From an optimization exercise on the open Yosys and OpenROAD flow, aimed at small area, a short achievable clock period and few clock cycles; shortcuts taken in it are not production practice. No run shown here included a check of the RTL's function; only the layout flow was run. Power figures rest on the tool's default switching activity, not on a simulated workload.

==> flow/design.v (outline; a module is shown in full before it is edited, if it fits) <==
// module mac: 396 lines
// module projeto: 48 lines
module projeto(
    input ck,
    input inicio,
    input rst,
    input [15:0] X,
    input [15:0] A,
    input [15:0] B,
    input [15:0] C,
    output pronto,
    output overflow,
    output [15:0] resultado
);
  // ...
==> flow/flow/run.sh <==
#!/bin/bash
# The standard layout (standard.sh) with these changes:
#  - the multiply-add tree, module mac, is laid out from flow/mac_cells.v, the
#    same circuit as mac in rtl/ula.v built from cells by hand (both are
#    generated by gen/mkhand.py), so that its partial products are single
#    NAND gates feeding full-adder cells of inverted polarity;
#  - synthesis skips Yosys's early "abc -fast" (SYNTH_ARGS=-noabc);
#  - port buffers use the smallest buffer, but for the X ports (buf_4).
# Registers and their names are those of the standard synthesis.
set -euo pipefail
export SYNTH_ARGS="-noabc"
export BUFFER_PORTS_ARGS="-buffer_cell sky130_fd_sc_hd__buf_1"
# ... except the X ports, whose buffers drive many gates (flow/xbuf.tcl)
export POST_GLOBAL_PLACE_TCL="$PWD/flow/xbuf.tcl"
# design.v with module mac replaced by the cell-level one
awk '/^module mac\(/ {skip = 1} !skip {print} skip && /^endmodule/ {skip = 0}' design.v > design_cells.v
grep -q '^module mac(' design_cells.v && { echo "module mac still in design_cells.v"; exit 1; }
cat flow/mac_cells.v >> design_cells.v
sed "s#CLKGATE_MAP_FILE= #CLKGATE_MAP_FILE= VERILOG_FILES=$PWD/design_cells.v #" standard.sh > standard_cells.sh
grep -q "VERILOG_FILES=$PWD/design_cells.v" standard_cells.sh
bash standard_cells.sh > standard.log 2>&1
==> flow/flow/xbuf.tcl <==
set db [ord::get_db]
set block [ord::get_db_block]
set big [$db findMaster sky130_fd_sc_hd__buf_4]
foreach bterm [$block getBTerms] {
  if { ![string match {X\[*} [$bterm getName]] } { continue }
  set net [$bterm getNet]
  foreach iterm [$net getITerms] {
    set inst [$iterm getInst]
    if { [string match sky130_fd_sc_hd__buf_* [[$inst getMaster] getName]] } {
      $inst swapMaster $big
      puts "xbuf: [$inst getName] of [$bterm getName] -> sky130_fd_sc_hd__buf_4"
    }
  }
}
==> flow/standard.sh <==
#!/bin/bash
# synth_recipe.tcl (not shown) runs the flow's synth.tcl, then flattens the netlist and writes it again
# the make line also repeats each setting of config.mk as NAME=value (left out here)
make -C /OpenROAD-flow-scripts/flow DESIGN_CONFIG=/design/flow/config.mk WORK_HOME=/design/flow/orfs CLKGATE_MAP_FILE= SYNTH_SCRIPT=/design/flow/synth_recipe.tcl "${@:-finish}"
==> flow/config.mk <==
export PLATFORM = sky130hd
export DESIGN_NAME = projeto
export DESIGN_NICKNAME = projeto
export VERILOG_FILES = /design/flow/design.v
export SDC_FILE = /design/flow/constraint.sdc
export NUM_CORES = 4
export LEC_CHECK = 0
export CAP_MARGIN = 20
export CORE_MARGIN = 2
export CORE_UTILIZATION = 60
export CTS_BUF_LIST = sky130_fd_sc_hd__clkbuf_4 sky130_fd_sc_hd__clkbuf_8
export SETUP_SLACK_MARGIN = 4.0
export SLEW_MARGIN = 20
==> flow/constraint.sdc <==
create_clock -name core_clock -period 9.5 [get_ports {ck}]
set_input_delay 1.9000 -clock core_clock [delete_from_list [all_inputs] [get_ports {ck}]]
set_output_delay 1.9000 -clock core_clock [all_outputs]
set_load 0.01 [all_outputs]
Not shown: flow/flow/mac_cells.v
==> flow_metrics.tcl, run 1 <==
set metrics [dict create \
    critPathMaxStageDelay_ns 0.52 \
    seq_share 0.107 \
    worst-path-stages 11 \
    synthAdderAreaFrac 0.479 \
    io_pins 85 \
    run_status "timing/DRC/antenna clean" \
    taps 102 \
    clockPowerShare 0.045 \
    p_comb_w 0.00179 \
    end_kind "flip-flop" \
    critPathKind "input port to flip-flop" \
    fmax_mhz 184 \
    fill_cells 625 \
    synth_top_area_frac 0.460 \
    hp-class "flip-flop to flip-flop" \
    reg.largest.list "qa: 16 flops, qb: 7 flops, ql: 2 flops" \
    p_sw_w 0.00105 \
    synth.most_common_cell "nand2_1" \
    drive_above_1_share 0.117 \
    setup_viol 0 \
    p_int_w 0.00109 \
    portBuffers 84 \
    yosys-top-cells-area "fa_1, dfxtp_1, nand2_1, buf_4, mux2_2" \
    cts_tree "built" \
    pg_seq_w 0.000247 \
    place_inst 622 \
    wl_met1_um 4910 \
    bufAreaShareNonClock 0.0832 \
    hpwl_um 9890 \
    finalCritPeriodShare 0.572 \
    hold_violations 0 \
    die_w_um 92.5 \
    synth_xor_area_frac 0.0559 \
    ir_drop_mv 0.554 \
    post_synth.cell_area_avg_sq_um 10.2 \
    numCtsBuffers 3 \
    synth_enable_flop_cells 0 \
    synth_top_family_by_area "adder cells" \
    cts_setup_buffers 5 \
]
==> inputs of run 2 (changes only) <==
--- a/flow/design.v
+++ b/flow/design.v
@@ -165,160 +165,160 @@
     wire px12 = px7 ^ px8;
     wire px13 = px10 ^ px11;
     wire px14 = px12 ^ px9;
     wire px15 = ~(px13 ^ px14);
     wire s16 = ~(pp_0_1 ^ pp_1_0);
     wire c17 = pp_0_1 | pp_1_0;
     wire s18 = pp_0_2 ^ pp_1_1 ^ pp_2_0;
     wire c19 = (pp_0_2 & pp_1_1) | (pp_0_2 & pp_2_0) | (pp_1_1 & pp_2_0);
-    wire s20 = c17 ^ kn[2] ^ s18;
-    wire c21 = (c17 & kn[2]) | (c17 & s18) | (kn[2] & s18);
+    wire s20 = c17 ^ s18 ^ kn[2];
+    wire c21 = (c17 & s18) | (c17 & kn[2]) | (s18 & kn[2]);
     wire s22 = pp_0_3 ^ pp_1_2 ^ pp_2_1;
     wire c23 = (pp_0_3 & pp_1_2) | (pp_0_3 & pp_2_1) | (pp_1_2 & pp_2_1);
-    wire s24 = pp_3_0 ^ c19 ^ kn[3];
-    wire c25 = (pp_3_0 & c19) | (pp_3_0 & kn[3]) | (c19 & kn[3]);
-    wire s26 = s22 ^ c21 ^ s24;
-    wire c27 = (s22 & c21) | (s22 & s24) | (c21 & s24);
+    wire s24 = pp_3_0 ^ c19 ^ s22;
+    wire c25 = (pp_3_0 & c19) | (pp_3_0 & s22) | (c19 & s22);
+    wire s26 = kn[3] ^ s24 ^ c21;
+    wire c27 = (kn[3] & s24) | (kn[3] & c21) | (s24 & c21);
     wire s28 = pp_0_4 ^ pp_1_3 ^ pp_2_2;
     wire c29 = (pp_0_4 & pp_1_3) | (pp_0_4 & pp_2_2) | (pp_1_3 & pp_2_2);
     wire s30 = pp_3_1 ^ pp_4_0 ^ c23;
     wire c31 = (pp_3_1 & pp_4_0) | (pp_3_1 & c23) | (pp_4_0 & c23);
-    wire s32 = kn[4] ^ s28 ^ s30;
-    wire c33 = (kn[4] & s28) | (kn[4] & s30) | (s28 & s30);
+    wire s32 = s28 ^ kn[4] ^ s30;
+    wire c33 = (s28 & kn[4]) | (s28 & s30) | (kn[4] & s30);
     wire s34 = c25 ^ s32 ^ c27;
     wire c35 = (c25 & s32) | (c25 & c27) | (s32 & c27);
     wire s36 = pp_0_5 ^ pp_1_4 ^ pp_2_3;
     wire c37 = (pp_0_5 & pp_1_4) | (pp_0_5 & pp_2_3) | (pp_1_4 & pp_2_3);
     wire s38 = pp_3_2 ^ pp_4_1 ^ pp_5_0;
     wire c39 = (pp_3_2 & pp_4_1) | (pp_3_2 & pp_5_0) | (pp_4_1 & pp_5_0);
-    wire s40 = c29 ^ kn[5] ^ s36;
-    wire c41 = (c29 & kn[5]) | (c29 & s36) | (kn[5] & s36);
-    wire s42 = s38 ^ c31 ^ s40;
-    wire c43 = (s38 & c31) | (s38 & s40) | (c31 & s40);
-    wire s44 = c33 ^ s42 ^ c35;
-    wire c45 = (c33 & s42) | (c33 & c35) | (s42 & c35);
+    wire s40 = c29 ^ s36 ^ s38;
+    wire c41 = (c29 & s36) | (c29 & s38) | (s36 & s38);
+    wire s42 = kn[5] ^ c31 ^ s40;
+    wire c43 = (kn[5] & c31) | (kn[5] & s40) | (c31 & s40);
+    wire s44 = ~(c33 ^ s42);
+    wire c45 = c33 | s42;
     wire s46 = pp_0_6 ^ pp_1_5 ^ pp_2_4;
     wire c47 = (pp_0_6 & pp_1_5) | (pp_0_6 & pp_2_4) | (pp_1_5 & pp_2_4);
     wire s48 = pp_3_3 ^ pp_4_2 ^ pp_5_1;
     wire c49 = (pp_3_3 & pp_4_2) | (pp_3_3 & pp_5_1) | (pp_4_2 & pp_5_1);
     wire s50 = pp_6_0 ^ c37 ^ c39;
     wire c51 = (pp_6_0 & c37) | (pp_6_0 & c39) | (c37 & c39);
-    wire s52 = kn[6] ^ s46 ^ s48;
-    wire c53 = (kn[6] & s46) | (kn[6] & s48) | (s46 & s48);
+    wire s52 = s46 ^ s48 ^ kn[6];
+    wire c53 = (s46 & s48) | (s46 & kn[6]) | (s48 & kn[6]);
     wire s54 = c41 ^ s50 ^ s52;
     wire c55 = (c41 & s50) | (c41 & s52) | (s50 & s52);
-    wire s56 = ~(c43 ^ s54);
-    wire c57 = c43 | s54;
+    wire s56 = c43 ^ s54 ^ c45;
+    wire c57 = (c43 & s54) | (c43 & c45) | (s54 & c45);
     wire s58 = pp_0_7 ^ pp_1_6 ^ pp_2_5;
     wire c59 = (pp_0_7 & pp_1_6) | (pp_0_7 & pp_2_5) | (pp_1_6 & pp_2_5);
     wire s60 = pp_3_4 ^ pp_4_3 ^ pp_5_2;
     wire c61 = (pp_3_4 & pp_4_3) | (pp_3_4 & pp_5_2) | (pp_4_3 & pp_5_2);
     wire s62 = pp_6_1 ^ pp_7_0 ^ c47;
     wire c63 = (pp_6_1 & pp_7_0) | (pp_6_1 & c47) | (pp_7_0 & c47);
-    wire s64 = c49 ^ kn[7] ^ s58;
-    wire c65 = (c49 & kn[7]) | (c49 & s58) | (kn[7] & s58);
-    wire s66 = s60 ^ s62 ^ c51;
-    wire c67 = (s60 & s62) | (s60 & c51) | (s62 & c51);
+    wire s64 = c49 ^ s58 ^ s60;
+    wire c65 = (c49 & s58) | (c49 & s60) | (s58 & s60);
+    wire s66 = kn[7] ^ s62 ^ c51;
+    wire c67 = (kn[7] & s62) | (kn[7] & c51) | (s62 & c51);
     wire s68 = c53 ^ s64 ^ s66;
     wire c69 = (c53 & s64) | (c53 & s66) | (s64 & s66);
-    wire s70 = c55 ^ c57 ^ s68;
-    wire c71 = (c55 & c57) | (c55 & s68) | (c57 & s68);
+    wire s70 = c55 ^ s68 ^ c57;
+    wire c71 = (c55 & s68) | (c55 & c57) | (s68 & c57);
     wire s72 = pp_0_8 ^ pp_1_7 ^ pp_2_6;
     wire c73 = (pp_0_8 & pp_1_7) | (pp_0_8 & pp_2_6) | (pp_1_7 & pp_2_6);
     wire s74 = pp_3_5 ^ pp_4_4 ^ pp_5_3;
     wire c75 = (pp_3_5 & pp_4_4) | (pp_3_5 & pp_5_3) | (pp_4_4 & pp_5_3);
     wire s76 = pp_6_2 ^ pp_7_1 ^ pp_8_0;
     wire c77 = (pp_6_2 & pp_7_1) | (pp_6_2 & pp_8_0) | (pp_7_1 & pp_8_0);
-    wire s78 = c59 ^ c61 ^ kn[8];
-    wire c79 = (c59 & c61) | (c59 & kn[8]) | (c61 & kn[8]);
-    wire s80 = s72 ^ s74 ^ s76;
-    wire c81 = (s72 & s74) | (s72 & s76) | (s74 & s76);
+    wire s78 = c59 ^ c61 ^ s72;
+    wire c79 = (c59 & c61) | (c59 & s72) | (c61 & s72);
+    wire s80 = s74 ^ s76 ^ kn[8];
+    wire c81 = (s74 & s76) | (s74 & kn[8]) | (s76 & kn[8]);
     wire s82 = c63 ^ c65 ^ s78;
     wire c83 = (c63 & c65) | (c63 & s78) | (c65 & s78);
     wire s84 = s80 ^ c67 ^ s82;
     wire c85 = (s80 & c67) | (s80 & s82) | (c67 & s82);
-    wire s86 = c69 ^ s84 ^ c71;
-    wire c87 = (c69 & s84) | (c69 & c71) | (s84 & c71);
+    wire s86 = ~(c69 ^ s84);
+    wire c87 = c69 | s84;
     wire s88 = pp_0_9 ^ pp_1_8 ^ pp_2_7;
     wire c89 = (pp_0_9 & pp_1_8) | (pp_0_9 & pp_2_7) | (pp_1_8 & pp_2_7);
     wire s90 = pp_3_6 ^ pp_4_5 ^ pp_5_4;
     wire c91 = (pp_3_6 & pp_4_5) | (pp_3_6 & pp_5_4) | (pp_4_5 & pp_5_4);
     wire s92 = pp_6_3 ^ pp_7_2 ^ pp_8_1;
     wire c93 = (pp_6_3 & pp_7_2) | (pp_6_3 & pp_8_1) | (pp_7_2 & pp_8_1);
     wire s94 = pp_9_0 ^ c73 ^ c75;
     wire c95 = (pp_9_0 & c73) | (pp_9_0 & c75) | (c73 & c75);
-    wire s96 = c77 ^ kn[9] ^ s88;
-    wire c97 = (c77 & kn[9]) | (c77 & s88) | (kn[9] & s88);
-    wire s98 = s90 ^ s92 ^ c79;
-    wire c99 = (s90 & s92) | (s90 & c79) | (s92 & c79);
-    wire s100 = c81 ^ s94 ^ s96;
-    wire c101 = (c81 & s94) | (c81 & s96) | (s94 & s96);
+    wire s96 = c77 ^ s88 ^ s90;
+    wire c97 = (c77 & s88) | (c77 & s90) | (s88 & s90);
+    wire s98 = s92 ^ kn[9] ^ c79;
+    wire c99 = (s92 & kn[9]) | (s92 & c79) | (kn[9] & c79);
+    wire s100 = s94 ^ c81 ^ s96;
+    wire c101 = (s94 & c81) | (s94 & s96) | (c81 & s96);
     wire s102 = s98 ^ c83 ^ s100;
     wire c103 = (s98 & c83) | (s98 & s100) | (c83 & s100);
-    wire s104 = ~(c85 ^ s102);
-    wire c105 = c85 | s102;
+    wire s104 = c85 ^ s102 ^ c87;
+    wire c105 = (c85 & s102) | (c85 & c87) | (s102 & c87);
     wire s106 = pp_0_10 ^ pp_10_0 ^ pp_1_9;
     wire c107 = (pp_0_10 & pp_10_0) | (pp_0_10 & pp_1_9) | (pp_10_0 & pp_1_9);
     wire s108 = pp_2_8 ^ pp_3_7 ^ pp_4_6;
     wire c109 = (pp_2_8 & pp_3_7) | (pp_2_8 & pp_4_6) | (pp_3_7 & pp_4_6);
     wire s110 = pp_5_5 ^ pp_6_4 ^ pp_7_3;
     wire c111 = (pp_5_5 & pp_6_4) | (pp_5_5 & pp_7_3) | (pp_6_4 & pp_7_3);
     wire s112 = pp_8_2 ^ pp_9_1 ^ c89;
     wire c113 = (pp_8_2 & pp_9_1) | (pp_8_2 & c89) | (pp_9_1 & c89);
-    wire s114 = c91 ^ c93 ^ kn[10];
-    wire c115 = (c91 & c93) | (c91 & kn[10]) | (c93 & kn[10]);
-    wire s116 = s106 ^ s108 ^ s110;
-    wire c117 = (s106 & s108) | (s106 & s110) | (s108 & s110);
+    wire s114 = c91 ^ c93 ^ s106;
+    wire c115 = (c91 & c93) | (c91 & s106) | (c93 & s106);
+    wire s116 = s108 ^ s110 ^ kn[10];
+    wire c117 = (s108 & s110) | (s108 & kn[10]) | (s110 & kn[10]);
     wire s118 = s112 ^ c95 ^ c97;
     wire c119 = (s112 & c95) | (s112 & c97) | (c95 & c97);
     wire s120 = s114 ^ s116 ^ c99;
     wire c121 = (s114 & s116) | (s114 & c99) | (s116 & c99);
-    wire s122 = c101 ^ s118 ^ s120;
-    wire c123 = (c101 & s118) | (c101 & s120) | (s118 & s120);
-    wire s124 = c103 ^ c105 ^ s122;
-    wire c125 = (c103 & c105) | (c103 & s122) | (c105 & s122);
+    wire s122 = s118 ^ c101 ^ s120;
+    wire c123 = (s118 & c101) | (s118 & s120) | (c101 & s120);
+    wire s124 = ~(c103 ^ s122);
+    wire c125 = c103 | s122;
     wire s126 = pp_0_11 ^ pp_10_1 ^ pp_11_0;
     wire c127 = (pp_0_11 & pp_10_1) | (pp_0_11 & pp_11_0) | (pp_10_1 & pp_11_0);
     wire s128 = pp_1_10 ^ pp_2_9 ^ pp_3_8;
     wire c129 = (pp_1_10 & pp_2_9) | (pp_1_10 & pp_3_8) | (pp_2_9 & pp_3_8);
     wire s130 = pp_4_7 ^ pp_5_6 ^ pp_6_5;
     wire c131 = (pp_4_7 & pp_5_6) | (pp_4_7 & pp_6_5) | (pp_5_6 & pp_6_5);
     wire s132 = pp_7_4 ^ pp_8_3 ^ pp_9_2;
     wire c133 = (pp_7_4 & pp_8_3) | (pp_7_4 & pp_9_2) | (pp_8_3 & pp_9_2);
     wire s134 = c107 ^ c109 ^ c111;
     wire c135 = (c107 & c109) | (c107 & c111) | (c109 & c111);
-    wire s136 = kn[11] ^ s126 ^ s128;
-    wire c137 = (kn[11] & s126) | (kn[11] & s128) | (s126 & s128);
-    wire s138 = s130 ^ s132 ^ c113;
-    wire c139 = (s130 & s132) | (s130 & c113) | (s132 & c113);
-    wire s140 = c115 ^ c117 ^ s134;
-    wire c141 = (c115 & c117) | (c115 & s134) | (c117 & s134);
+    wire s136 = s126 ^ s128 ^ s130;
+    wire c137 = (s126 & s128) | (s126 & s130) | (s128 & s130);
+    wire s138 = s132 ^ kn[11] ^ c113;
+    wire c139 = (s132 & kn[11]) | (s132 & c113) | (kn[11] & c113);
+    wire s140 = c115 ^ s134 ^ c117;
+    wire c141 = (c115 & s134) | (c115 & c117) | (s134 & c117);
     wire s142 = s136 ^ s138 ^ c119;
     wire c143 = (s136 & s138) | (s136 & c119) | (s138 & c119);
     wire s144 = s140 ^ c121 ^ s142;
     wire c145 = (s140 & c121) | (s140 & s142) | (c121 & s142);
     wire s146 = c123 ^ s144 ^ c125;
     wire c147 = (c123 & s144) | (c123 & c125) | (s144 & c125);
     wire s148 = pp_0_12 ^ pp_10_2 ^ pp_11_1;
     wire c149 = (pp_0_12 & pp_10_2) | (pp_0_12 & pp_11_1) | (pp_10_2 & pp_11_1);
     wire s150 = pp_12_0 ^ pp_1_11 ^ pp_2_10;
     wire c151 = (pp_12_0 & pp_1_11) | (pp_12_0 & pp_2_10) | (pp_1_11 & pp_2_10);
     wire s152 = pp_3_9 ^ pp_4_8 ^ pp_5_7;
     wire c153 = (pp_3_9 & pp_4_8) | (pp_3_9 & pp_5_7) | (pp_4_8 & pp_5_7);
     wire s154 = pp_6_6 ^ pp_7_5 ^ pp_8_4;
     wire c155 = (pp_6_6 & pp_7_5) | (pp_6_6 & pp_8_4) | (pp_7_5 & pp_8_4);
     wire s156 = pp_9_3 ^ c127 ^ c129;
     wire c157 = (pp_9_3 & c127) | (pp_9_3 & c129) | (c127 & c129);
-    wire s158 = c131 ^ c133 ^ kn[12];
-    wire c159 = (c131 & c133) | (c131 & kn[12]) | (c133 & kn[12]);
-    wire s160 = s148 ^ s150 ^ s152;
-    wire c161 = (s148 & s150) | (s148 & s152) | (s150 & s152);
-    wire s162 = s154 ^ c135 ^ c137;
-    wire c163 = (s154 & c135) | (s154 & c137) | (c135 & c137);
+    wire s158 = c131 ^ c133 ^ s148;
+    wire c159 = (c131 & c133) | (c131 & s148) | (c133 & s148);
+    wire s160 = s150 ^ s152 ^ s154;
+    wire c161 = (s150 & s152) | (s150 & s154) | (s152 & s154);
+    wire s162 = kn[12] ^ c135 ^ c137;
+    wire c163 = (kn[12] & c135) | (kn[12] & c137) | (c135 & c137);
     wire s164 = s156 ^ s158 ^ s160;
     wire c165 = (s156 & s158) | (s156 & s160) | (s158 & s160);
     wire s166 = c139 ^ c141 ^ s162;
     wire c167 = (c139 & c141) | (c139 & s162) | (c141 & s162);
     wire s168 = s164 ^ c143 ^ s166;
     wire c169 = (s164 & c143) | (s164 & s166) | (c143 & s166);
     wire s170 = ~(c145 ^ s168);
     wire c171 = c145 | s168;
@@ -329,20 +329,20 @@
     wire s176 = pp_2_11 ^ pp_3_10 ^ pp_4_9;
     wire c177 = (pp_2_11 & pp_3_10) | (pp_2_11 & pp_4_9) | (pp_3_10 & pp_4_9);
     wire s178 = pp_5_8 ^ pp_6_7 ^ pp_7_6;
     wire c179 = (pp_5_8 & pp_6_7) | (pp_5_8 & pp_7_6) | (pp_6_7 & pp_7_6);
     wire s180 = pp_8_5 ^ pp_9_4 ^ c149;
     wire c181 = (pp_8_5 & pp_9_4) | (pp_8_5 & c149) | (pp_9_4 & c149);
     wire s182 = c151 ^ c153 ^ c155;
     wire c183 = (c151 & c153) | (c151 & c155) | (c153 & c155);
-    wire s184 = kn[13] ^ s172 ^ s174;
-    wire c185 = (kn[13] & s172) | (kn[13] & s174) | (s172 & s174);
-    wire s186 = s176 ^ s178 ^ s180;
-    wire c187 = (s176 & s178) | (s176 & s180) | (s178 & s180);
+    wire s184 = s172 ^ s174 ^ s176;
+    wire c185 = (s172 & s174) | (s172 & s176) | (s174 & s176);
+    wire s186 = s178 ^ kn[13] ^ s180;
+    wire c187 = (s178 & kn[13]) | (s178 & s180) | (kn[13] & s180);
     wire s188 = c157 ^ c159 ^ c161;
     wire c189 = (c157 & c159) | (c157 & c161) | (c159 & c161);
     wire s190 = s182 ^ s184 ^ s186;
     wire c191 = (s182 & s184) | (s182 & s186) | (s184 & s186);
     wire s192 = c163 ^ c165 ^ s188;
     wire c193 = (c163 & c165) | (c163 & s188) | (c165 & s188);
     wire s194 = s190 ^ c167 ^ s192;
     wire c195 = (s190 & c167) | (s190 & s192) | (c167 & s192);
@@ -355,22 +355,22 @@
     wire s202 = pp_1_13 ^ pp_2_12 ^ pp_3_11;
     wire c203 = (pp_1_13 & pp_2_12) | (pp_1_13 & pp_3_11) | (pp_2_12 & pp_3_11);
     wire s204 = pp_4_10 ^ pp_5_9 ^ pp_6_8;
     wire c205 = (pp_4_10 & pp_5_9) | (pp_4_10 & pp_6_8) | (pp_5_9 & pp_6_8);
     wire s206 = pp_7_7 ^ pp_8_6 ^ pp_9_5;
     wire c207 = (pp_7_7 & pp_8_6) | (pp_7_7 & pp_9_5) | (pp_8_6 & pp_9_5);
     wire s208 = c173 ^ c175 ^ c177;
     wire c209 = (c173 & c175) | (c173 & c177) | (c175 & c177);
-    wire s210 = c179 ^ kn[14] ^ s198;
-    wire c211 = (c179 & kn[14]) | (c179 & s198) | (kn[14] & s198);
-    wire s212 = s200 ^ s202 ^ s204;
-    wire c213 = (s200 & s202) | (s200 & s204) | (s202 & s204);
-    wire s214 = s206 ^ c181 ^ c183;
-    wire c215 = (s206 & c181) | (s206 & c183) | (c181 & c183);
+    wire s210 = c179 ^ s198 ^ s200;
+    wire c211 = (c179 & s198) | (c179 & s200) | (s198 & s200);
+    wire s212 = s202 ^ s204 ^ s206;
+    wire c213 = (s202 & s204) | (s202 & s206) | (s204 & s206);
+    wire s214 = kn[14] ^ c181 ^ c183;
+    wire c215 = (kn[14] & c181) | (kn[14] & c183) | (c181 & c183);
     wire s216 = c185 ^ s208 ^ s210;
     wire c217 = (c185 & s208) | (c185 & s210) | (s208 & s210);
     wire s218 = s212 ^ c187 ^ s214;
     wire c219 = (s212 & c187) | (s212 & s214) | (c187 & s214);
     wire s220 = c189 ^ s216 ^ c191;
     wire c221 = (c189 & s216) | (c189 & c191) | (s216 & c191);
     wire s222 = s218 ^ c193 ^ s220;
     wire c223 = (s218 & c193) | (s218 & s220) | (c193 & s220);
@@ -386,17 +386,17 @@
     wire c233 = (c213 & s226) | (c213 & s228) | (s226 & s228);
     wire s234 = c215 ^ c217 ^ s230;
     wire c235 = (c215 & c217) | (c215 & s230) | (c217 & s230);
     wire s236 = s232 ^ c219 ^ s234;
     wire c237 = (s232 & c219) | (s232 & s234) | (c219 & s234);
     wire s238 = c221 ^ s236 ^ c223;
     wire c239 = (c221 & s236) | (c221 & c223) | (s236 & c223);
     assign ra = {c225, s224, s196, s170, s146, s124, s104, s86, s70, s56, s44, s34, s26, s20, s16, pp_0_0};
-    assign rb = {s238, c197, 1'b1, c147, 1'b1, 1'b1, c87, 1'b1, 1'b1, c45, 1'b1, 1'b1, 1'b1, 1'b1, kn[1], kn[0]};
+    assign rb = {s238, c197, 1'b1, c147, 1'b1, c105, 1'b1, c71, 1'b1, 1'b1, c35, 1'b1, 1'b1, 1'b1, kn[1], kn[0]};
     assign cn = {c239, c237, c235, c233, c231, c229, c227};
 endmodule
 module projeto(
     input ck,
     input inicio,
     input rst,
     input [15:0] X,
     input [15:0] A,
--- a/flow/flow/mac_cells.v
+++ b/flow/flow/mac_cells.v
@@ -376,139 +376,140 @@
     wire px15;
     sky130_fd_sc_hd__xnor2_1 g_px15 (.A(px13), .B(px14), .Y(px15));
     wire s16, c17;
     sky130_fd_sc_hd__xnor2_1 g_s16 (.A(pp_0_1), .B(pp_1_0), .Y(s16));
     sky130_fd_sc_hd__or2_1 g_c17 (.A(pp_0_1), .B(pp_1_0), .X(c17));
     wire s18, c19;
     sky130_fd_sc_hd__fa_1 g_s18 (.A(pp_0_2), .B(pp_1_1), .CIN(pp_2_0), .COUT(c19), .SUM(s18));
     wire s20, c21;
-    sky130_fd_sc_hd__fa_1 g_s20 (.A(c17), .B(kn[2]), .CIN(s18), .COUT(c21), .SUM(s20));
+    sky130_fd_sc_hd__fa_1 g_s20 (.A(c17), .B(s18), .CIN(kn[2]), .COUT(c21), .SUM(s20));
     wire s22, c23;
     sky130_fd_sc_hd__fa_1 g_s22 (.A(pp_0_3), .B(pp_1_2), .CIN(pp_2_1), .COUT(c23), .SUM(s22));
     wire s24, c25;
-    sky130_fd_sc_hd__fa_1 g_s24 (.A(pp_3_0), .B(c19), .CIN(kn[3]), .COUT(c25), .SUM(s24));
+    sky130_fd_sc_hd__fa_1 g_s24 (.A(pp_3_0), .B(c19), .CIN(s22), .COUT(c25), .SUM(s24));
     wire s26, c27;
-    sky130_fd_sc_hd__fa_1 g_s26 (.A(s22), .B(c21), .CIN(s24), .COUT(c27), .SUM(s26));
+    sky130_fd_sc_hd__fa_1 g_s26 (.A(kn[3]), .B(s24), .CIN(c21), .COUT(c27), .SUM(s26));
     wire s28, c29;
     sky130_fd_sc_hd__fa_1 g_s28 (.A(pp_0_4), .B(pp_1_3), .CIN(pp_2_2), .COUT(c29), .SUM(s28));
     wire s30, c31;
     sky130_fd_sc_hd__fa_1 g_s30 (.A(pp_3_1), .B(pp_4_0), .CIN(c23), .COUT(c31), .SUM(s30));
     wire s32, c33;
-    sky130_fd_sc_hd__fa_1 g_s32 (.A(kn[4]), .B(s28), .CIN(s30), .COUT(c33), .SUM(s32));
+    sky130_fd_sc_hd__fa_1 g_s32 (.A(s28), .B(kn[4]), .CIN(s30), .COUT(c33), .SUM(s32));
     wire s34, c35;
     sky130_fd_sc_hd__fa_1 g_s34 (.A(c25), .B(s32), .CIN(c27), .COUT(c35), .SUM(s34));
     wire s36, c37;
     sky130_fd_sc_hd__fa_1 g_s36 (.A(pp_0_5), .B(pp_1_4), .CIN(pp_2_3), .COUT(c37), .SUM(s36));
     wire s38, c39;
     sky130_fd_sc_hd__fa_1 g_s38 (.A(pp_3_2), .B(pp_4_1), .CIN(pp_5_0), .COUT(c39), .SUM(s38));
     wire s40, c41;
-    sky130_fd_sc_hd__fa_1 g_s40 (.A(c29), .B(kn[5]), .CIN(s36), .COUT(c41), .SUM(s40));
+    sky130_fd_sc_hd__fa_1 g_s40 (.A(c29), .B(s36), .CIN(s38), .COUT(c41), .SUM(s40));
     wire s42, c43;
-    sky130_fd_sc_hd__fa_1 g_s42 (.A(s38), .B(c31), .CIN(s40), .COUT(c43), .SUM(s42));
+    sky130_fd_sc_hd__fa_1 g_s42 (.A(kn[5]), .B(c31), .CIN(s40), .COUT(c43), .SUM(s42));
     wire s44, c45;
-    sky130_fd_sc_hd__fa_1 g_s44 (.A(c33), .B(s42), .CIN(c35), .COUT(c45), .SUM(s44));
+    sky130_fd_sc_hd__xnor2_1 g_s44 (.A(c33), .B(s42), .Y(s44));
+    sky130_fd_sc_hd__or2_1 g_c45 (.A(c33), .B(s42), .X(c45));
     wire s46, c47;
     sky130_fd_sc_hd__fa_1 g_s46 (.A(pp_0_6), .B(pp_1_5), .CIN(pp_2_4), .COUT(c47), .SUM(s46));
     wire s48, c49;
     sky130_fd_sc_hd__fa_1 g_s48 (.A(pp_3_3), .B(pp_4_2), .CIN(pp_5_1), .COUT(c49), .SUM(s48));
     wire s50, c51;
     sky130_fd_sc_hd__fa_1 g_s50 (.A(pp_6_0), .B(c37), .CIN(c39), .COUT(c51), .SUM(s50));
     wire s52, c53;
-    sky130_fd_sc_hd__fa_1 g_s52 (.A(kn[6]), .B(s46), .CIN(s48), .COUT(c53), .SUM(s52));
+    sky130_fd_sc_hd__fa_1 g_s52 (.A(s46), .B(s48), .CIN(kn[6]), .COUT(c53), .SUM(s52));
     wire s54, c55;
     sky130_fd_sc_hd__fa_1 g_s54 (.A(c41), .B(s50), .CIN(s52), .COUT(c55), .SUM(s54));
     wire s56, c57;
-    sky130_fd_sc_hd__xnor2_1 g_s56 (.A(c43), .B(s54), .Y(s56));
-    sky130_fd_sc_hd__or2_1 g_c57 (.A(c43), .B(s54), .X(c57));
+    sky130_fd_sc_hd__fa_1 g_s56 (.A(c43), .B(s54), .CIN(c45), .COUT(c57), .SUM(s56));
     wire s58, c59;
     sky130_fd_sc_hd__fa_1 g_s58 (.A(pp_0_7), .B(pp_1_6), .CIN(pp_2_5), .COUT(c59), .SUM(s58));
     wire s60, c61;
     sky130_fd_sc_hd__fa_1 g_s60 (.A(pp_3_4), .B(pp_4_3), .CIN(pp_5_2), .COUT(c61), .SUM(s60));
     wire s62, c63;
     sky130_fd_sc_hd__fa_1 g_s62 (.A(pp_6_1), .B(pp_7_0), .CIN(c47), .COUT(c63), .SUM(s62));
     wire s64, c65;
-    sky130_fd_sc_hd__fa_1 g_s64 (.A(c49), .B(kn[7]), .CIN(s58), .COUT(c65), .SUM(s64));
+    sky130_fd_sc_hd__fa_1 g_s64 (.A(c49), .B(s58), .CIN(s60), .COUT(c65), .SUM(s64));
     wire s66, c67;
-    sky130_fd_sc_hd__fa_1 g_s66 (.A(s60), .B(s62), .CIN(c51), .COUT(c67), .SUM(s66));
+    sky130_fd_sc_hd__fa_1 g_s66 (.A(kn[7]), .B(s62), .CIN(c51), .COUT(c67), .SUM(s66));
     wire s68, c69;
     sky130_fd_sc_hd__fa_1 g_s68 (.A(c53), .B(s64), .CIN(s66), .COUT(c69), .SUM(s68));
     wire s70, c71;
-    sky130_fd_sc_hd__fa_1 g_s70 (.A(c55), .B(c57), .CIN(s68), .COUT(c71), .SUM(s70));
+    sky130_fd_sc_hd__fa_1 g_s70 (.A(c55), .B(s68), .CIN(c57), .COUT(c71), .SUM(s70));
     wire s72, c73;
     sky130_fd_sc_hd__fa_1 g_s72 (.A(pp_0_8), .B(pp_1_7), .CIN(pp_2_6), .COUT(c73), .SUM(s72));
     wire s74, c75;
     sky130_fd_sc_hd__fa_1 g_s74 (.A(pp_3_5), .B(pp_4_4), .CIN(pp_5_3), .COUT(c75), .SUM(s74));
     wire s76, c77;
     sky130_fd_sc_hd__fa_1 g_s76 (.A(pp_6_2), .B(pp_7_1), .CIN(pp_8_0), .COUT(c77), .SUM(s76));
     wire s78, c79;
-    sky130_fd_sc_hd__fa_1 g_s78 (.A(c59), .B(c61), .CIN(kn[8]), .COUT(c79), .SUM(s78));
+    sky130_fd_sc_hd__fa_1 g_s78 (.A(c59), .B(c61), .CIN(s72), .COUT(c79), .SUM(s78));
     wire s80, c81;
-    sky130_fd_sc_hd__fa_1 g_s80 (.A(s72), .B(s74), .CIN(s76), .COUT(c81), .SUM(s80));
+    sky130_fd_sc_hd__fa_1 g_s80 (.A(s74), .B(s76), .CIN(kn[8]), .COUT(c81), .SUM(s80));
     wire s82, c83;
     sky130_fd_sc_hd__fa_1 g_s82 (.A(c63), .B(c65), .CIN(s78), .COUT(c83), .SUM(s82));
     wire s84, c85;
     sky130_fd_sc_hd__fa_1 g_s84 (.A(s80), .B(c67), .CIN(s82), .COUT(c85), .SUM(s84));
     wire s86, c87;
-    sky130_fd_sc_hd__fa_1 g_s86 (.A(c69), .B(s84), .CIN(c71), .COUT(c87), .SUM(s86));
+    sky130_fd_sc_hd__xnor2_1 g_s86 (.A(c69), .B(s84), .Y(s86));
+    sky130_fd_sc_hd__or2_1 g_c87 (.A(c69), .B(s84), .X(c87));
     wire s88, c89;
     sky130_fd_sc_hd__fa_1 g_s88 (.A(pp_0_9), .B(pp_1_8), .CIN(pp_2_7), .COUT(c89), .SUM(s88));
     wire s90, c91;
     sky130_fd_sc_hd__fa_1 g_s90 (.A(pp_3_6), .B(pp_4_5), .CIN(pp_5_4), .COUT(c91), .SUM(s90));
     wire s92, c93;
     sky130_fd_sc_hd__fa_1 g_s92 (.A(pp_6_3), .B(pp_7_2), .CIN(pp_8_1), .COUT(c93), .SUM(s92));
     wire s94, c95;
     sky130_fd_sc_hd__fa_1 g_s94 (.A(pp_9_0), .B(c73), .CIN(c75), .COUT(c95), .SUM(s94));
     wire s96, c97;
-    sky130_fd_sc_hd__fa_1 g_s96 (.A(c77), .B(kn[9]), .CIN(s88), .COUT(c97), .SUM(s96));
+    sky130_fd_sc_hd__fa_1 g_s96 (.A(c77), .B(s88), .CIN(s90), .COUT(c97), .SUM(s96));
     wire s98, c99;
-    sky130_fd_sc_hd__fa_1 g_s98 (.A(s90), .B(s92), .CIN(c79), .COUT(c99), .SUM(s98));
+    sky130_fd_sc_hd__fa_1 g_s98 (.A(s92), .B(kn[9]), .CIN(c79), .COUT(c99), .SUM(s98));
     wire s100, c101;
-    sky130_fd_sc_hd__fa_1 g_s100 (.A(c81), .B(s94), .CIN(s96), .COUT(c101), .SUM(s100));
+    sky130_fd_sc_hd__fa_1 g_s100 (.A(s94), .B(c81), .CIN(s96), .COUT(c101), .SUM(s100));
     wire s102, c103;
     sky130_fd_sc_hd__fa_1 g_s102 (.A(s98), .B(c83), .CIN(s100), .COUT(c103), .SUM(s102));
     wire s104, c105;
-    sky130_fd_sc_hd__xnor2_1 g_s104 (.A(c85), .B(s102), .Y(s104));
-    sky130_fd_sc_hd__or2_1 g_c105 (.A(c85), .B(s102), .X(c105));
+    sky130_fd_sc_hd__fa_1 g_s104 (.A(c85), .B(s102), .CIN(c87), .COUT(c105), .SUM(s104));
     wire s106, c107;
     sky130_fd_sc_hd__fa_1 g_s106 (.A(pp_0_10), .B(pp_10_0), .CIN(pp_1_9), .COUT(c107), .SUM(s106));
     wire s108, c109;
     sky130_fd_sc_hd__fa_1 g_s108 (.A(pp_2_8), .B(pp_3_7), .CIN(pp_4_6), .COUT(c109), .SUM(s108));
     wire s110, c111;
     sky130_fd_sc_hd__fa_1 g_s110 (.A(pp_5_5), .B(pp_6_4), .CIN(pp_7_3), .COUT(c111), .SUM(s110));
     wire s112, c113;
     sky130_fd_sc_hd__fa_1 g_s112 (.A(pp_8_2), .B(pp_9_1), .CIN(c89), .COUT(c113), .SUM(s112));
     wire s114, c115;
-    sky130_fd_sc_hd__fa_1 g_s114 (.A(c91), .B(c93), .CIN(kn[10]), .COUT(c115), .SUM(s114));
+    sky130_fd_sc_hd__fa_1 g_s114 (.A(c91), .B(c93), .CIN(s106), .COUT(c115), .SUM(s114));
     wire s116, c117;
-    sky130_fd_sc_hd__fa_1 g_s116 (.A(s106), .B(s108), .CIN(s110), .COUT(c117), .SUM(s116));
+    sky130_fd_sc_hd__fa_1 g_s116 (.A(s108), .B(s110), .CIN(kn[10]), .COUT(c117), .SUM(s116));
     wire s118, c119;
     sky130_fd_sc_hd__fa_1 g_s118 (.A(s112), .B(c95), .CIN(c97), .COUT(c119), .SUM(s118));
     wire s120, c121;
     sky130_fd_sc_hd__fa_1 g_s120 (.A(s114), .B(s116), .CIN(c99), .COUT(c121), .SUM(s120));
     wire s122, c123;
-    sky130_fd_sc_hd__fa_1 g_s122 (.A(c101), .B(s118), .CIN(s120), .COUT(c123), .SUM(s122));
+    sky130_fd_sc_hd__fa_1 g_s122 (.A(s118), .B(c101), .CIN(s120), .COUT(c123), .SUM(s122));
     wire s124, c125;
-    sky130_fd_sc_hd__fa_1 g_s124 (.A(c103), .B(c105), .CIN(s122), .COUT(c125), .SUM(s124));
+    sky130_fd_sc_hd__xnor2_1 g_s124 (.A(c103), .B(s122), .Y(s124));
+    sky130_fd_sc_hd__or2_1 g_c125 (.A(c103), .B(s122), .X(c125));
     wire s126, c127;
     sky130_fd_sc_hd__fa_1 g_s126 (.A(pp_0_11), .B(pp_10_1), .CIN(pp_11_0), .COUT(c127), .SUM(s126));
     wire s128, c129;
     sky130_fd_sc_hd__fa_1 g_s128 (.A(pp_1_10), .B(pp_2_9), .CIN(pp_3_8), .COUT(c129), .SUM(s128));
     wire s130, c131;
     sky130_fd_sc_hd__fa_1 g_s130 (.A(pp_4_7), .B(pp_5_6), .CIN(pp_6_5), .COUT(c131), .SUM(s130));
     wire s132, c133;
     sky130_fd_sc_hd__fa_1 g_s132 (.A(pp_7_4), .B(pp_8_3), .CIN(pp_9_2), .COUT(c133), .SUM(s132));
     wire s134, c135;
     sky130_fd_sc_hd__fa_1 g_s134 (.A(c107), .B(c109), .CIN(c111), .COUT(c135), .SUM(s134));
     wire s136, c137;
-    sky130_fd_sc_hd__fa_1 g_s136 (.A(kn[11]), .B(s126), .CIN(s128), .COUT(c137), .SUM(s136));
+    sky130_fd_sc_hd__fa_1 g_s136 (.A(s126), .B(s128), .CIN(s130), .COUT(c137), .SUM(s136));
     wire s138, c139;
-    sky130_fd_sc_hd__fa_1 g_s138 (.A(s130), .B(s132), .CIN(c113), .COUT(c139), .SUM(s138));
+    sky130_fd_sc_hd__fa_1 g_s138 (.A(s132), .B(kn[11]), .CIN(c113), .COUT(c139), .SUM(s138));
     wire s140, c141;
-    sky130_fd_sc_hd__fa_1 g_s140 (.A(c115), .B(c117), .CIN(s134), .COUT(c141), .SUM(s140));
+    sky130_fd_sc_hd__fa_1 g_s140 (.A(c115), .B(s134), .CIN(c117), .COUT(c141), .SUM(s140));
     wire s142, c143;
     sky130_fd_sc_hd__fa_1 g_s142 (.A(s136), .B(s138), .CIN(c119), .COUT(c143), .SUM(s142));
     wire s144, c145;
     sky130_fd_sc_hd__fa_1 g_s144 (.A(s140), .B(c121), .CIN(s142), .COUT(c145), .SUM(s144));
     wire s146, c147;
     sky130_fd_sc_hd__fa_1 g_s146 (.A(c123), .B(s144), .CIN(c125), .COUT(c147), .SUM(s146));
     wire s148, c149;
     sky130_fd_sc_hd__fa_1 g_s148 (.A(pp_0_12), .B(pp_10_2), .CIN(pp_11_1), .COUT(c149), .SUM(s148));
@@ -516,21 +517,21 @@
     sky130_fd_sc_hd__fa_1 g_s150 (.A(pp_12_0), .B(pp_1_11), .CIN(pp_2_10), .COUT(c151), .SUM(s150));
     wire s152, c153;
     sky130_fd_sc_hd__fa_1 g_s152 (.A(pp_3_9), .B(pp_4_8), .CIN(pp_5_7), .COUT(c153), .SUM(s152));
     wire s154, c155;
     sky130_fd_sc_hd__fa_1 g_s154 (.A(pp_6_6), .B(pp_7_5), .CIN(pp_8_4), .COUT(c155), .SUM(s154));
     wire s156, c157;
     sky130_fd_sc_hd__fa_1 g_s156 (.A(pp_9_3), .B(c127), .CIN(c129), .COUT(c157), .SUM(s156));
     wire s158, c159;
-    sky130_fd_sc_hd__fa_1 g_s158 (.A(c131), .B(c133), .CIN(kn[12]), .COUT(c159), .SUM(s158));
+    sky130_fd_sc_hd__fa_1 g_s158 (.A(c131), .B(c133), .CIN(s148), .COUT(c159), .SUM(s158));
     wire s160, c161;
-    sky130_fd_sc_hd__fa_1 g_s160 (.A(s148), .B(s150), .CIN(s152), .COUT(c161), .SUM(s160));
+    sky130_fd_sc_hd__fa_1 g_s160 (.A(s150), .B(s152), .CIN(s154), .COUT(c161), .SUM(s160));
     wire s162, c163;
-    sky130_fd_sc_hd__fa_1 g_s162 (.A(s154), .B(c135), .CIN(c137), .COUT(c163), .SUM(s162));
+    sky130_fd_sc_hd__fa_1 g_s162 (.A(kn[12]), .B(c135), .CIN(c137), .COUT(c163), .SUM(s162));
     wire s164, c165;
     sky130_fd_sc_hd__fa_1 g_s164 (.A(s156), .B(s158), .CIN(s160), .COUT(c165), .SUM(s164));
     wire s166, c167;
     sky130_fd_sc_hd__fa_1 g_s166 (.A(c139), .B(c141), .CIN(s162), .COUT(c167), .SUM(s166));
     wire s168, c169;
     sky130_fd_sc_hd__fa_1 g_s168 (.A(s164), .B(c143), .CIN(s166), .COUT(c169), .SUM(s168));
     wire s170, c171;
     sky130_fd_sc_hd__xnor2_1 g_s170 (.A(c145), .B(s168), .Y(s170));
@@ -543,19 +544,19 @@
     sky130_fd_sc_hd__fa_1 g_s176 (.A(pp_2_11), .B(pp_3_10), .CIN(pp_4_9), .COUT(c177), .SUM(s176));
     wire s178, c179;
     sky130_fd_sc_hd__fa_1 g_s178 (.A(pp_5_8), .B(pp_6_7), .CIN(pp_7_6), .COUT(c179), .SUM(s178));
     wire s180, c181;
     sky130_fd_sc_hd__fa_1 g_s180 (.A(pp_8_5), .B(pp_9_4), .CIN(c149), .COUT(c181), .SUM(s180));
     wire s182, c183;
     sky130_fd_sc_hd__fa_1 g_s182 (.A(c151), .B(c153), .CIN(c155), .COUT(c183), .SUM(s182));
     wire s184, c185;
-    sky130_fd_sc_hd__fa_1 g_s184 (.A(kn[13]), .B(s172), .CIN(s174), .COUT(c185), .SUM(s184));
+    sky130_fd_sc_hd__fa_1 g_s184 (.A(s172), .B(s174), .CIN(s176), .COUT(c185), .SUM(s184));
     wire s186, c187;
-    sky130_fd_sc_hd__fa_1 g_s186 (.A(s176), .B(s178), .CIN(s180), .COUT(c187), .SUM(s186));
+    sky130_fd_sc_hd__fa_1 g_s186 (.A(s178), .B(kn[13]), .CIN(s180), .COUT(c187), .SUM(s186));
     wire s188, c189;
     sky130_fd_sc_hd__fa_1 g_s188 (.A(c157), .B(c159), .CIN(c161), .COUT(c189), .SUM(s188));
     wire s190, c191;
     sky130_fd_sc_hd__fa_1 g_s190 (.A(s182), .B(s184), .CIN(s186), .COUT(c191), .SUM(s190));
     wire s192, c193;
     sky130_fd_sc_hd__fa_1 g_s192 (.A(c163), .B(c165), .CIN(s188), .COUT(c193), .SUM(s192));
     wire s194, c195;
     sky130_fd_sc_hd__fa_1 g_s194 (.A(s190), .B(c167), .CIN(s192), .COUT(c195), .SUM(s194));
@@ -569,21 +570,21 @@
     sky130_fd_sc_hd__fa_1 g_s202 (.A(pp_1_13), .B(pp_2_12), .CIN(pp_3_11), .COUT(c203), .SUM(s202));
     wire s204, c205;
     sky130_fd_sc_hd__fa_1 g_s204 (.A(pp_4_10), .B(pp_5_9), .CIN(pp_6_8), .COUT(c205), .SUM(s204));
     wire s206, c207;
     sky130_fd_sc_hd__fa_1 g_s206 (.A(pp_7_7), .B(pp_8_6), .CIN(pp_9_5), .COUT(c207), .SUM(s206));
     wire s208, c209;
     sky130_fd_sc_hd__fa_1 g_s208 (.A(c173), .B(c175), .CIN(c177), .COUT(c209), .SUM(s208));
     wire s210, c211;
-    sky130_fd_sc_hd__fa_1 g_s210 (.A(c179), .B(kn[14]), .CIN(s198), .COUT(c211), .SUM(s210));
+    sky130_fd_sc_hd__fa_1 g_s210 (.A(c179), .B(s198), .CIN(s200), .COUT(c211), .SUM(s210));
     wire s212, c213;
-    sky130_fd_sc_hd__fa_1 g_s212 (.A(s200), .B(s202), .CIN(s204), .COUT(c213), .SUM(s212));
+    sky130_fd_sc_hd__fa_1 g_s212 (.A(s202), .B(s204), .CIN(s206), .COUT(c213), .SUM(s212));
     wire s214, c215;
-    sky130_fd_sc_hd__fa_1 g_s214 (.A(s206), .B(c181), .CIN(c183), .COUT(c215), .SUM(s214));
+    sky130_fd_sc_hd__fa_1 g_s214 (.A(kn[14]), .B(c181), .CIN(c183), .COUT(c215), .SUM(s214));
     wire s216, c217;
     sky130_fd_sc_hd__fa_1 g_s216 (.A(c185), .B(s208), .CIN(s210), .COUT(c217), .SUM(s216));
     wire s218, c219;
     sky130_fd_sc_hd__fa_1 g_s218 (.A(s212), .B(c187), .CIN(s214), .COUT(c219), .SUM(s218));
     wire s220, c221;
     sky130_fd_sc_hd__fa_1 g_s220 (.A(c189), .B(s216), .CIN(c191), .COUT(c221), .SUM(s220));
     wire s222, c223;
     sky130_fd_sc_hd__fa_1 g_s222 (.A(s218), .B(c193), .CIN(s220), .COUT(c223), .SUM(s222));
@@ -600,11 +601,11 @@
     sky130_fd_sc_hd__fa_1 g_s232 (.A(c213), .B(s226), .CIN(s228), .COUT(c233), .SUM(s232));
     wire s234, c235;
     sky130_fd_sc_hd__fa_1 g_s234 (.A(c215), .B(c217), .CIN(s230), .COUT(c235), .SUM(s234));
     wire s236, c237;
     sky130_fd_sc_hd__fa_1 g_s236 (.A(s232), .B(c219), .CIN(s234), .COUT(c237), .SUM(s236));
     wire s238, c239;
     sky130_fd_sc_hd__fa_1 g_s238 (.A(c221), .B(s236), .CIN(c223), .COUT(c239), .SUM(s238));
     assign ra = {c225, s224, s196, s170, s146, s124, s104, s86, s70, s56, s44, s34, s26, s20, s16, pp_0_0};
-    assign rb = {s238, c197, 1'b1, c147, 1'b1, 1'b1, c87, 1'b1, 1'b1, c45, 1'b1, 1'b1, 1'b1, 1'b1, kn[1], kn[0]};
+    assign rb = {s238, c197, 1'b1, c147, 1'b1, c105, 1'b1, c71, 1'b1, 1'b1, c35, 1'b1, 1'b1, 1'b1, kn[1], kn[0]};
     assign cn = {c239, c237, c235, c233, c231, c229, c227};
 endmodule
==> flow_metrics.tcl, run 2 <==
set metrics [dict create \
    startpoint_type "input port" \
    async_reset_ff_frac 0 \
    vias 3694 \
    ir_drop_mv 0.576 \
    rows 32 \
    grtUsageTotal 0.297 \
    largest_reg_flops 16 \
    viasPerCell 5.75 \
    drt_iter0_drc 210 \
    yosys-top-cells-area "fa_1, dfxtp_1, nand2_1, buf_4, mux2_2" \
    numCtsBuffers 5 \
    area_growth_pct 12.6 \
    cp_slowest_cell "fa_1" \
    power_density_nw_per_um2 457 \
    final_common_cell "nand2_1" \
    die_w_um 92.6 \
    finalCriticalPeriod_ns 5.38 \
    synth_top_area_frac 0.455 \
    synth_enable_flop_cells 0 \
    cp_max_fo 16 \
    synth_ff_type "dfxtp_1" \
    dieArea_sq_um 8580 \
    drt-total-wl_um 12200 \
    postLayoutCoreUtil 0.690 \
    setup_viol 0 \
    ant_nets 0 \
    clk_pin_slew_ns 0.06 \
    grt.overflow.total 0 \
    cp_num_buf_inv 1 \
    hp-class "flip-flop to flip-flop" \
    nets 721 \
    drt_first_pass_iters 5 \
    grt_max_degree 23 \
    end_kind "flip-flop" \
    reg.largest.list "qa: 16 flops, qb: 8 flops, ql: 2 flops" \
    cp_top_family "adder cells" \
    p_int_w 0.00126 \
    clock_latency_ns 0.28 \
    antenna_found_initial 0 \
    clockPowerShare 0.057 \
    hold-worst-slack_ns 0.888 \
    drc 0 \
    worstPathArrival_ns 5.54 \
    critPathKind "input port to flip-flop" \
    yosys-top-cells-count "nand2_1, fa_1, dfxtp_1" \
    p_leak_nw 1.88 \
    fill_cells 656 \
    p_comb_frac 0.840 \
    portBuffers 84 \
    clk_path_buf_depth 2 \
    cts_tree "built" \
    finalCritPeriodShare 0.566 \
    grt_first_pass_wirelength_um 19000 \
    netlist_area_sq_um 4710 \
    io_pins 85 \
    core_area_sq_um 7690 \
    grt_pass1_vias 3785 \
    final_area_sq_um 5310 \
    diodes 0 \
    hold_violations 0 \
    slew_headroom 0.232 \
    synth.distinct_cells 39 \
    h-tree-depth 2 \
    place_area_sq_um 5020 \
    syn-num-nets 647 \
    worst_clock_skew_ns 0.00757 \
    critPathMaxStageDelay_ns 0.53 \
    rr_worst_depth 17 \
    rsz0062_at_grt "true" \
    fmax_mhz 186 \
    hpwl_um 9330 \
    drive_above_1_share 0.131 \
    swShare 0.480 \
    cpMostUsedCell "fa_1" \
    timing.max_cap.violations 0 \
    mostFrequentLayoutCells "nand2_1, fa_1, buf_1" \
    sequentialPowerShare 0.104 \
    synth.most_common_cell "nand2_1" \
    post_synth.cell_area_avg_sq_um 10.1 \
    die_h_um 92.6 \
    multi_input_area_sq_um 4020 \
    worstPathRequired_ns 9.66 \
    p_total_w 0.00243 \
    netlist_instances 465 \
    seqCellArea_sq_um 581 \
    yosysTopAreaCell "fa_1" \
    worst-path-stages 10 \
    top_register "qa" \
    yosysSeqAreaShare 0.123 \
    run_status "timing/DRC/antenna clean" \
    yosys_warnings 1 \
    setup_tns_ns 0 \
    start_util 0.613 \
    worstPathCellList "buf_1, mux2_2, nand2_1, fa_1, fa_1, fa_1, fa_1, fa_1, or2_1, fa_1" \
    clock-root-buffer "clkbuf_8" \
    worstHoldPathCells 5 \
    wl_per_cell_um 18.9 \
    final-max-slew-violation-count 0 \
    worst_pin_slew_ns 1.15 \
    p_sw_w 0.00116 \
    synth_seq_cells 29 \
    cts_sinks 29 \
]
## run 2: layout make-up
type	count	share of cell area
clock buffer	7	0.0170
multi-input combinational	404	0.757
clock inverter	1	0.00566
inverter	7	0.00495
sequential	29	0.109
tap	102	0.0240
timing repair buffer	92	0.0820
## run 2: power groups by stage
stage | logic (W) | clock network [W] | registers (W)
6_report | 0.00204 | 0.000137 | 0.000251
5_1_grt | 0.00232 | 0.000146 | 0.000256
4_1_cts | 0.00202 | 0.000140 | 0.000251
3_5_place_dp | 0.00196 | 0 | 0.000253
3_3_place_gp | 0.00189 | 0 | 0.000252
2_1_floorplan | 0.00157 | 0 | 0.000247
## run 2: worst paths after layout
kind | to | startpoint | slack (ns)
hold reg to reg | ov | ql[1] | 0.89
setup / recovery | qa[13] | A[0] | 4.12
hold / removal | ov | ql[1] | 0.89
setup reg to reg | qa[13] | qb[0] | 4.13
## run 2: metrics by stage
stage / worst slack [ns] / std cells
3_3_place_gp: 3.40 / 625
3_5_place_dp: 3.48 / 625
2_1_floorplan: 4.12 / 465
6_report: 4.12 / 642
5_1_grt: 3.98 / 642
4_1_cts: 4.06 / 639
## run 2: cells by family after synthesis
logic type | Yosys count | share of synthesized area
mux | 32 | 0.0722
xor+xnor | 34 | 0.0632
fa+ha+maj | 115 | 0.476
compound gates | 30 | 0.0462
buf+inv | 33 | 0.0470
simple gates | 192 | 0.172
flops | 29 | 0.123
## run 2: metal layers
layer / global-route usage / vias up / part of all wire
met4: 0.119 / 0 / 0.036
li1: - / 1649 / -
met1: 0.396 / 1825 / 0.40
met3: 0.0366 / 33 / 0.068
met2: 0.500 / 187 / 0.50
met5: 0 / - / 0
## run 2: repair_timing
action                                  4_1_cts  5_1_grt
pin swaps                                     4       12
endpoints found under the setup margin        6        5
buffers inserted                              5        3
gates resized for setup                       8       20
cloned                                        1        0
hold buffers                                  0        0
## run 2: tightest hold or removal path, delay by kind of cell (launching register included)
family | cells | cell delay, ns
simple gates | 1 | 0.14
flops | 1 | 0.33
compound gates | 4 | 0.40

re-timing with driven ports:
In the flow no input, the clock included, has a driving cell. The finished layouts below were timed again as built, in two steps. Step 1 sets driving cells, clkbuf_16 on the clock port and buf_2 on the other inputs (assumed; they add their load-dependent delay and slew). Step 2 adds t to the input delays and takes it off the output delays; t is the mean of the earliest and latest rising clock arrival at the registers after step 1. Input paths then give back, and output paths get back, about the clock's delay inside the block. Three values: ideal, step 1, step 2; two values: the first two.
| run | t, ns | setup WS [ns] | cell pins on the clock port's net |
|---|---|---|---|
| run 1 | 0.311 | 4.062 / 4.076 / 3.764 | 1 |
| run 2 | 0.313 | 4.121 / 4.123 / 3.810 | 1 |
After both steps every run listed still meets setup and hold. For run 2, which loses most, drivers alone change the setup slack by +0.002 ns; drivers and shift together by -0.311 ns.
